This design comes from an exercise in tuning for small area, a short achievable clock period and few clock cycles per item on the open sky130 flow, not from production work. Only simulation tests tie the RTL to the original design; equivalence was not proved. Power and IR drop assume default switching activity.

==> 12-02: inputs <==
Design SME, start of the top module:
module SME(clk,reset,chardata,isstring,ispattern,valid,match,match_index);
==> module SME, before the edit <==
module SME(clk,reset,chardata,isstring,ispattern,valid,match,match_index);
input clk;
input reset;
input [7:0] chardata;
input isstring;
input ispattern;
output reg match;
output reg [4:0] match_index;
output reg valid;
reg  [6:0]  s [0:31];
reg  [31:0] v;
reg  [31:0] D;
reg  [4:0]  q;
reg  [4:0]  NX;       
reg  [3:0]  Hgt;      
reg  [3:0]  Heq;      
reg  [7:0]  Lge;      
reg         isstring_R, ispattern_R, pwc;
wire [6:0] c         = chardata[6:0];
wire       newstring = isstring & ~isstring_R;
wire       isdot     = (c == 7'h2E);
wire       isdollar  = (c == 7'h24);
wire       iscaret   = (c == 7'h5E);
wire       init      = ~ispattern_R | pwc;    
wire       pstart    = ispattern & ~ispattern_R;
wire [4:0] xa = q;
wire [4:0] xb = q - 5'd1;
wire [31:0] first, sp, M, Dn, G;
genvar g;
generate
for (g = 0; g < 32; g = g + 1) begin : pos
	localparam integer N = (g + 1) % 32;
	assign first[g] = (q == (g + 31) % 32);
	assign sp[g]    = ~s[g][6] & ~|s[g][4:0];
	assign M[g]     = v[g] & (isdot | (s[g] == c));
	assign G[g]     = Hgt[g / 8] | (Heq[g / 8] & Lge[g % 8]);
	assign Dn[g]    = isdollar ? (D[g] & (~v[N] | sp[N] | first[N]))
	                           : (M[N] & (init ? (~pwc | first[N] | sp[g]) : (D[g] & ~first[N])));
end
endgenerate
wire [31:0] hi = D & G;
reg  [4:0]  pe_hi, pe_all;
integer i;
always @* begin
	pe_hi = 5'd0;
	pe_all = 5'd0;
	for (i = 31; i >= 0; i = i - 1) begin
		if (hi[i]) pe_hi = i;
		if (D[i])  pe_all = i;
	end
end
wire [4:0] idx_hi  = pe_hi + NX;
wire [4:0] idx_all = pe_all + NX;
always @(posedge clk) begin
	for (i = 0; i < 31; i = i + 1)
		s[i] <= s[i+1];
	s[31] <= isstring ? c : s[0];
	v <= {isstring | v[0], v[31:1] & {31{~newstring}}};
	q <= newstring ? 5'd30 : q - 5'd1;
	if (pstart) begin
		NX <= iscaret ? -xb : -xa;
		for (i = 0; i < 4; i = i + 1) begin
			Hgt[i] <= iscaret ? (i > xb[4:3]) : (i > xa[4:3]);
			Heq[i] <= iscaret ? (i == xb[4:3]) : (i == xa[4:3]);
		end
		for (i = 0; i < 8; i = i + 1)
			Lge[i] <= iscaret ? (i >= xb[2:0]) : (i >= xa[2:0]);
	end
	pwc <= ispattern & iscaret;
	isstring_R <= isstring;
	ispattern_R <= ispattern;
	D <= Dn;
	match <= |D;
	match_index <= (|hi) ? idx_hi : idx_all;
	valid <= ~reset & ispattern_R & ~ispattern;
end
endmodule
export LEC_CHECK = 0
export CAP_MARGIN = 20
export CORE_MARGIN = 2
export CORE_UTILIZATION = 40
export CTS_BUF_LIST = sky130_fd_sc_hd__clkbuf_4 sky130_fd_sc_hd__clkbuf_8
export SETUP_SLACK_MARGIN = 4.2
export SLEW_MARGIN = 20
export TNS_END_PERCENT = 5
create_clock -name core_clock -period 7.0 [get_ports {clk}]
run.sh (not shown) runs the stock make flow with config.mk's settings and CLKGATE_MAP_FILE= SYNTH_SCRIPT=/design/flow/synth_recipe.tcl, a recipe that flattens the netlist after the stock synthesis.
==> inputs of 12-04, as changes to 12-02 <==
==> flow/design.v (replaced) <==
module SME(clk,reset,chardata,isstring,ispattern,valid,match,match_index);
integer i;
input clk;
input reset;
input [7:0] chardata;
input isstring;
input ispattern;
output reg match;
output reg [4:0] match_index;
output reg valid;
reg  [6:0]  s [0:31];
reg  [31:0] v;
reg  [31:0] D;
reg  [4:0]  q;
reg  [1:0]  Xh;       
reg  [2:0]  Xl;       
reg  [3:0]  Hgt;      
reg  [3:0]  Heq;      
reg  [7:0]  Lge;      
reg         isstring_R, ispattern_R, pwc;
wire [6:0] c         = chardata[6:0];
wire       newstring = isstring & ~isstring_R;
wire       isdot     = (c == 7'h2E);
wire       isdollar  = (c == 7'h24);
wire       iscaret   = (c == 7'h5E);
wire       init      = ~ispattern_R | pwc;    
function [15:0] xtab;    
	input [4:0] x;
	integer k;
	begin
		for (k = 0; k < 4; k = k + 1) begin
			xtab[k] = (k > x[4:3]);
			xtab[4 + k] = (k == x[4:3]);
		end
		for (k = 0; k < 8; k = k + 1) begin
			xtab[8 + k] = (k >= x[2:0]);
		end
	end
endfunction
wire [31:0] first, sp, M, Dn;
genvar g;
generate
for (g = 0; g < 32; g = g + 1) begin : pos
	localparam integer N = (g + 1) % 32;
	assign first[g] = (q == (g + 31) % 32);
	assign sp[g]    = ~s[g][6] & ~|s[g][4:0];
	assign M[g]     = v[g] & (isdot | (s[g] == c));
	assign Dn[g]    = isdollar ? (D[g] & (~v[N] | sp[N] | first[N]))
	                           : (M[N] & (init ? (~pwc | first[N] | sp[g]) : (D[g] & ~first[N])));
end
endgenerate
wire       match_n;
wire [4:0] index_n;
SME_result result (.D(D), .Hgt(Hgt), .Heq(Heq), .Lge(Lge), .Xh(Xh), .Xl(Xl),
                   .match(match_n), .index(index_n));
always @(posedge clk) begin
	for (i = 0; i < 31; i = i + 1)
		s[i] <= s[i+1];
	s[31] <= isstring ? c : s[0];
	v <= {isstring | v[0], v[31:1] & {31{~newstring}}};
	q <= newstring ? 5'd30 : q - 5'd1;
	if (init) begin
		Xh <= q[4:3];
		Xl <= q[2:0];
		{Lge, Heq, Hgt} <= xtab(q);
	end
	pwc <= ispattern & iscaret;
	isstring_R <= isstring;
	ispattern_R <= ispattern;
	D <= Dn;
	match <= match_n;
	match_index <= index_n;
	valid <= ~reset & ispattern_R & ~ispattern;
end
endmodule
module SME_result(D, Hgt, Heq, Lge, Xh, Xl, match, index);
input  [31:0] D;
input  [3:0]  Hgt;
input  [3:0]  Heq;
input  [7:0]  Lge;
input  [1:0]  Xh;
input  [2:0]  Xl;
output        match;
output [4:0]  index;
wire [31:0] G, hi;
genvar g;
generate
for (g = 0; g < 32; g = g + 1) begin : pos
	assign G[g] = Hgt[g / 8] | (Heq[g / 8] & Lge[g % 8]);
end
endgenerate
assign hi = D & G;
function [5:0] pe32;    
	input [31:0] x;
	reg [15:0] a1; reg [15:0] i1;           
	reg [7:0]  a2; reg [15:0] i2;           
	reg [3:0]  a3; reg [11:0] i3;           
	reg [1:0]  a4; reg [7:0]  i4;
	integer k;
	begin
		for (k = 0; k < 16; k = k + 1) begin
			a1[k] = x[2*k] | x[2*k+1];
			i1[k] = ~x[2*k];
		end
		for (k = 0; k < 8; k = k + 1) begin
			a2[k] = a1[2*k] | a1[2*k+1];
			i2[2*k +: 2] = a1[2*k] ? {1'b0, i1[2*k]} : {1'b1, i1[2*k+1]};
		end
		for (k = 0; k < 4; k = k + 1) begin
			a3[k] = a2[2*k] | a2[2*k+1];
			i3[3*k +: 3] = a2[2*k] ? {1'b0, i2[4*k +: 2]} : {1'b1, i2[4*k+2 +: 2]};
		end
		for (k = 0; k < 2; k = k + 1) begin
			a4[k] = a3[2*k] | a3[2*k+1];
			i4[4*k +: 4] = a3[2*k] ? {1'b0, i3[6*k +: 3]} : {1'b1, i3[6*k+3 +: 3]};
		end
		pe32 = {a4[0] | a4[1], a4[0] ? {1'b0, i4[3:0]} : {1'b1, i4[7:4]}};
	end
endfunction
wire [5:0] pH = pe32(hi);
wire [5:0] pA = pe32(D);
wire [4:0] J  = pH[5] ? pH[4:0] : pA[4:0];
reg  [23:0] LT;       
integer i;
always @* for (i = 0; i < 8; i = i + 1) LT[3*i +: 3] = i - Xl;
wire [2:0] lo = LT[3*J[2:0] +: 3];
wire       br = ~Lge[J[2:0]];
wire [1:0] h0 = J[4:3] - Xh;
wire [1:0] h1 = J[4:3] - Xh - 2'd1;
assign match = pA[5];
assign index = {br ? h1 : h0, lo};
endmodule
==> flow/flow/run.sh (new file) <==
#!/bin/bash
set -euo pipefail
here=$(pwd)
dont_use=$(tr -s ' \n' ' ' < "$here/flow/dont_use.txt")
bash "$here/standard.sh" "DONT_USE_CELLS=$dont_use" finish > "$here/standard.log" 2>&1
==> flow/flow/dont_use.txt (new file) <==
 sky130_fd_sc_hd__probe_p_8 sky130_fd_sc_hd__probec_p_8 sky130_fd_sc_hd__lpflow_bleeder_1 sky130_fd_sc_hd__lpflow_clkbufkapwr_1 sky130_fd_sc_hd__lpflow_clkbufkapwr_16 sky130_fd_sc_hd__lpflow_clkbufkapwr_2 sky130_fd_sc_hd__lpflow_clkbufkapwr_4 sky130_fd_sc_hd__lpflow_clkbufkapwr_8 sky130_fd_sc_hd__lpflow_clkinvkapwr_1 sky130_fd_sc_hd__lpflow_clkinvkapwr_16 sky130_fd_sc_hd__lpflow_clkinvkapwr_2 sky130_fd_sc_hd__lpflow_clkinvkapwr_4 sky130_fd_sc_hd__lpflow_clkinvkapwr_8 sky130_fd_sc_hd__lpflow_decapkapwr_12 sky130_fd_sc_hd__lpflow_decapkapwr_3 sky130_fd_sc_hd__lpflow_decapkapwr_4 sky130_fd_sc_hd__lpflow_decapkapwr_6 sky130_fd_sc_hd__lpflow_decapkapwr_8 sky130_fd_sc_hd__lpflow_inputiso0n_1 sky130_fd_sc_hd__lpflow_inputiso0p_1 sky130_fd_sc_hd__lpflow_inputiso1n_1 sky130_fd_sc_hd__lpflow_inputiso1p_1 sky130_fd_sc_hd__lpflow_inputisolatch_1 sky130_fd_sc_hd__lpflow_isobufsrc_1 sky130_fd_sc_hd__lpflow_isobufsrc_16 sky130_fd_sc_hd__lpflow_isobufsrc_2 sky130_fd_sc_hd__lpflow_isobufsrc_4 sky130_fd_sc_hd__lpflow_isobufsrc_8 sky130_fd_sc_hd__lpflow_isobufsrckapwr_16 sky130_fd_sc_hd__lpflow_lsbuf_lh_hl_isowell_tap_1 sky130_fd_sc_hd__lpflow_lsbuf_lh_hl_isowell_tap_2 sky130_fd_sc_hd__lpflow_lsbuf_lh_hl_isowell_tap_4 sky130_fd_sc_hd__lpflow_lsbuf_lh_isowell_4 sky130_fd_sc_hd__lpflow_lsbuf_lh_isowell_tap_1 sky130_fd_sc_hd__lpflow_lsbuf_lh_isowell_tap_2 sky130_fd_sc_hd__lpflow_lsbuf_lh_isowell_tap_4 # # Define fill cells export FILL_CELLS ?= sky130_fd_sc_hd__fill_1 sky130_fd_sc_hd__fill_2 sky130_fd_sc_hd__fill_4 sky130_fd_sc_hd__fill_8   sky130_fd_sc_hd__or3_1 sky130_fd_sc_hd__or3_2 sky130_fd_sc_hd__or3_4 sky130_fd_sc_hd__or3b_1 sky130_fd_sc_hd__or3b_2 sky130_fd_sc_hd__or3b_4 sky130_fd_sc_hd__or4_1 sky130_fd_sc_hd__or4_2 sky130_fd_sc_hd__or4_4 sky130_fd_sc_hd__or4b_1 sky130_fd_sc_hd__or4b_2 sky130_fd_sc_hd__or4b_4 sky130_fd_sc_hd__or4bb_1 sky130_fd_sc_hd__or4bb_2 sky130_fd_sc_hd__or4bb_4 sky130_fd_sc_hd__mux4_1 sky130_fd_sc_hd__mux4_2 sky130_fd_sc_hd__mux4_4 sky130_fd_sc_hd__clkdlybuf4s15_1 sky130_fd_sc_hd__clkdlybuf4s15_2 sky130_fd_sc_hd__clkdlybuf4s18_1 sky130_fd_sc_hd__clkdlybuf4s18_2 sky130_fd_sc_hd__clkdlybuf4s25_1 sky130_fd_sc_hd__clkdlybuf4s25_2 sky130_fd_sc_hd__clkdlybuf4s50_1 sky130_fd_sc_hd__clkdlybuf4s50_2
==> flow/standard.sh (new file) <==
#!/bin/bash
# synth_recipe.tcl (not shown) runs the flow's synth.tcl, then flattens the netlist and writes it again
# the make line also repeats each setting of config.mk as NAME=value (left out here)
make -C /OpenROAD-flow-scripts/flow DESIGN_CONFIG=/design/flow/config.mk WORK_HOME=/design/flow/orfs CLKGATE_MAP_FILE= SYNTH_SCRIPT=/design/flow/synth_recipe.tcl "${@:-finish}"
--- a/flow/config.mk
+++ b/flow/config.mk
@@ -8,7 +8,11 @@
 export CAP_MARGIN = 20
 export CORE_MARGIN = 2
 export CORE_UTILIZATION = 40
-export CTS_BUF_LIST = sky130_fd_sc_hd__clkbuf_4 sky130_fd_sc_hd__clkbuf_8
-export SETUP_SLACK_MARGIN = 4.2
+export CTS_BUF_LIST = sky130_fd_sc_hd__clkbuf_16
+export CTS_CLUSTER_DIAMETER = 90
+export CTS_CLUSTER_SIZE = 28
+export SETUP_SLACK_MARGIN = 4.6
 export SLEW_MARGIN = 20
+export SYNTH_HIERARCHICAL = 1
+export SYNTH_MINIMUM_KEEP_SIZE = 0
 export TNS_END_PERCENT = 5
removed: flow/run.sh
==> inputs of 08-16, as changes to 12-02 <==
==> flow/design.v (replaced) <==
module SME(clk,reset,chardata,isstring,ispattern,valid,match,match_index);
input clk;
input reset;
input [7:0] chardata;
input isstring;
input ispattern;
output reg match;
output reg [4:0] match_index;
output reg valid;
reg  [6:0]  s [0:31];
reg  [31:0] v;
reg  [31:0] D;
reg  [4:0]  r0;
reg  [4:0]  X;
reg         isstring_R, ispattern_R, pwc;
wire [6:0] c         = chardata[6:0];
wire       newstring = isstring & ~isstring_R;
wire       isdot     = (c == 7'h2E);
wire       isdollar  = (c == 7'h24);
wire       iscaret   = (c == 7'h5E);
wire       init      = ~ispattern_R | pwc;    
wire [31:0] first, sp, M, Dn, geX;
genvar g;
generate
for (g = 0; g < 32; g = g + 1) begin : pos
	localparam integer N = (g + 1) % 32;
	assign first[g] = (r0 == g);
	assign sp[g]    = (s[g] == 7'h20);
	assign M[g]     = v[g] & (isdot | (s[g] == c));
	assign geX[g]   = (g >= X);
	assign Dn[g]    = isdollar ? (D[g] & (~v[N] | sp[N] | first[N]))
	                           : (M[N] & (init ? (~pwc | first[N] | sp[g]) : (D[g] & ~first[N])));
end
endgenerate
wire [31:0] hi = D & geX;
reg  [4:0]  pe_hi, pe_all;
integer i;
always @* begin
	pe_hi = 5'd0;
	pe_all = 5'd0;
	for (i = 31; i >= 0; i = i - 1) begin
		if (hi[i]) pe_hi = i;
		if (D[i])  pe_all = i;
	end
end
wire [4:0] jstar = (|hi) ? pe_hi : pe_all;
always @(posedge clk) begin
	for (i = 0; i < 31; i = i + 1)
		s[i] <= s[i+1];
	s[31] <= isstring ? c : s[0];
	v <= {isstring | v[0], v[31:1] & {31{~newstring}}};
	r0 <= newstring ? 5'd31 : r0 - 5'd1;
	X <= ispattern ? (ispattern_R ? X : r0 - 5'd1 - {4'd0, iscaret}) : X - 5'd1;
	pwc <= ispattern & iscaret;
	isstring_R <= isstring;
	ispattern_R <= ispattern;
	D <= Dn;
	match <= |D;
	match_index <= jstar - X;
	valid <= ~reset & ispattern_R & ~ispattern;
end
endmodule
--- a/flow/config.mk
+++ b/flow/config.mk
@@ -8,7 +8,5 @@
 export CAP_MARGIN = 20
 export CORE_MARGIN = 2
 export CORE_UTILIZATION = 40
-export CTS_BUF_LIST = sky130_fd_sc_hd__clkbuf_4 sky130_fd_sc_hd__clkbuf_8
 export SETUP_SLACK_MARGIN = 4.2
 export SLEW_MARGIN = 20
-export TNS_END_PERCENT = 5
==> qor summary <==
Well-Tap Cells: 12-04 442; 12-02 442; 08-16 402
Area of the multi-input gates: 12-04 0.00644 mm2; 12-02 0.00631 mm2; 08-16 0.00671 mm2
Die W: 12-04 187 um; 12-02 186 um; 08-16 184 um
Total placed cells including tap cells: 12-04 1,673; 12-02 1,740; 08-16 1,686
Final Net Count: 12-04 1,305; 12-02 1,423; 08-16 1,401
Yosys warning total: 12-04 9; 12-02 2; 08-16 2
Clock buffer instance count of the final layout: 12-04 17; 12-02 84; 08-16 48
Worst Setup Slack post-DPL: 12-04 2680 ps; 12-02 3370 ps; 08-16 2750 ps
Final Skew: 12-04 21.0 ps; 12-02 24.5 ps; 08-16 20.0 ps
Initial standard-cell utilization of the core: 12-04 40.8%; 12-02 40.7%; 08-16 40.8%
Wire length of the first global-routing pass: 12-04 54.0 mm; 12-02 55.3 mm; 08-16 57.9 mm
Pwr per Cell Area: 12-04 257 mW/mm2; 12-02 282 mW/mm2; 08-16 296 mW/mm2
Crit path time final: 12-04 2660 ps; 12-02 3160 ps; 08-16 3290 ps
Seq group: 12-04 2160 uW; 12-02 2120 uW; 08-16 2020 uW
CP max stage delay: 12-04 460 ps; 12-02 540 ps; 08-16 450 ps
Share of Yosys cell area claimed by the top area cell type: 12-04 45.4%; 12-02 45.7%; 08-16 47.0%
Clock transition at the registers of the reported paths: 12-04 110 ps; 12-02 70 ps; 08-16 60 ps
Worst slack on hold paths: 12-04 360 ps; 12-02 361 ps; 08-16 371 ps
Count of flip-flops with a built-in enable after synthesis: 12-04 18; 12-02 18; 08-16 5
Mean Syn Cell Area: 12-04 10.5 um2; 12-02 9.87 um2; 08-16 9.67 um2
Cell count after synthesis: 12-04 1,266; 12-02 1,344; 08-16 1,335
CP Launch Point: 12-04 Hgt[1]; 12-02 Lge[0]; 08-16 X[1]
Result of the run: 12-04 timing/DRC/antenna clean; 12-02 timing/DRC/antenna clean; 08-16 timing/DRC/antenna clean
Core footprint: 12-04 0.0327 mm2; 12-02 0.0326 mm2; 08-16 0.0316 mm2
P_sw: 12-04 1090 uW; 12-02 1160 uW; 08-16 1320 uW
Maximum vdd ir drop: 12-04 0.132 mV; 12-02 0.140 mV; 08-16 0.161 mV
Testbench counts of 12-02, summed over its fixed seeds: cycles 12,684, queries 1,536.
Testbench counts of 12-04, summed over its fixed seeds: cycles 12,684, queries 1,536.
Testbench counts of 08-16, summed over its fixed seeds: cycles 12,684, queries 1,536.

## static timing again, ports no longer ideal
No port has a modelled driver above. Below, the same layouts with a new extraction and two added sets of constraints.
Step 1 sets driving cells, clkbuf_16 on the clock port and buf_2 on the other inputs (assumed; they add their load-dependent delay and slew).
Step 2 times the ports against the registers' clock, not the clock port: input delays grow and output delays shrink by t, the midpoint of the rising clock arrivals with the driver on.
Slacks: no drivers / after step 1 / after step 2; pairs: no drivers / after step 1.
run | t (ns) | setup WS [ns] | clock arrival spread, ns | cell pins on the clock port's net
12-02 | 0.611 | 3.843 / 3.843 / 3.348 | 0.031 / 0.031 | 1
12-04 | 0.555 | 4.339 / 4.339 / 3.934 | 0.025 / 0.024 | 1
08-16 | 0.552 | 3.708 / 3.708 / 3.690 | 0.022 / 0.022 | 1
After both steps every run listed still meets setup and hold. For 12-02, which loses most, drivers alone change the setup slack by 0.000 ns; drivers and shift together by -0.495 ns.
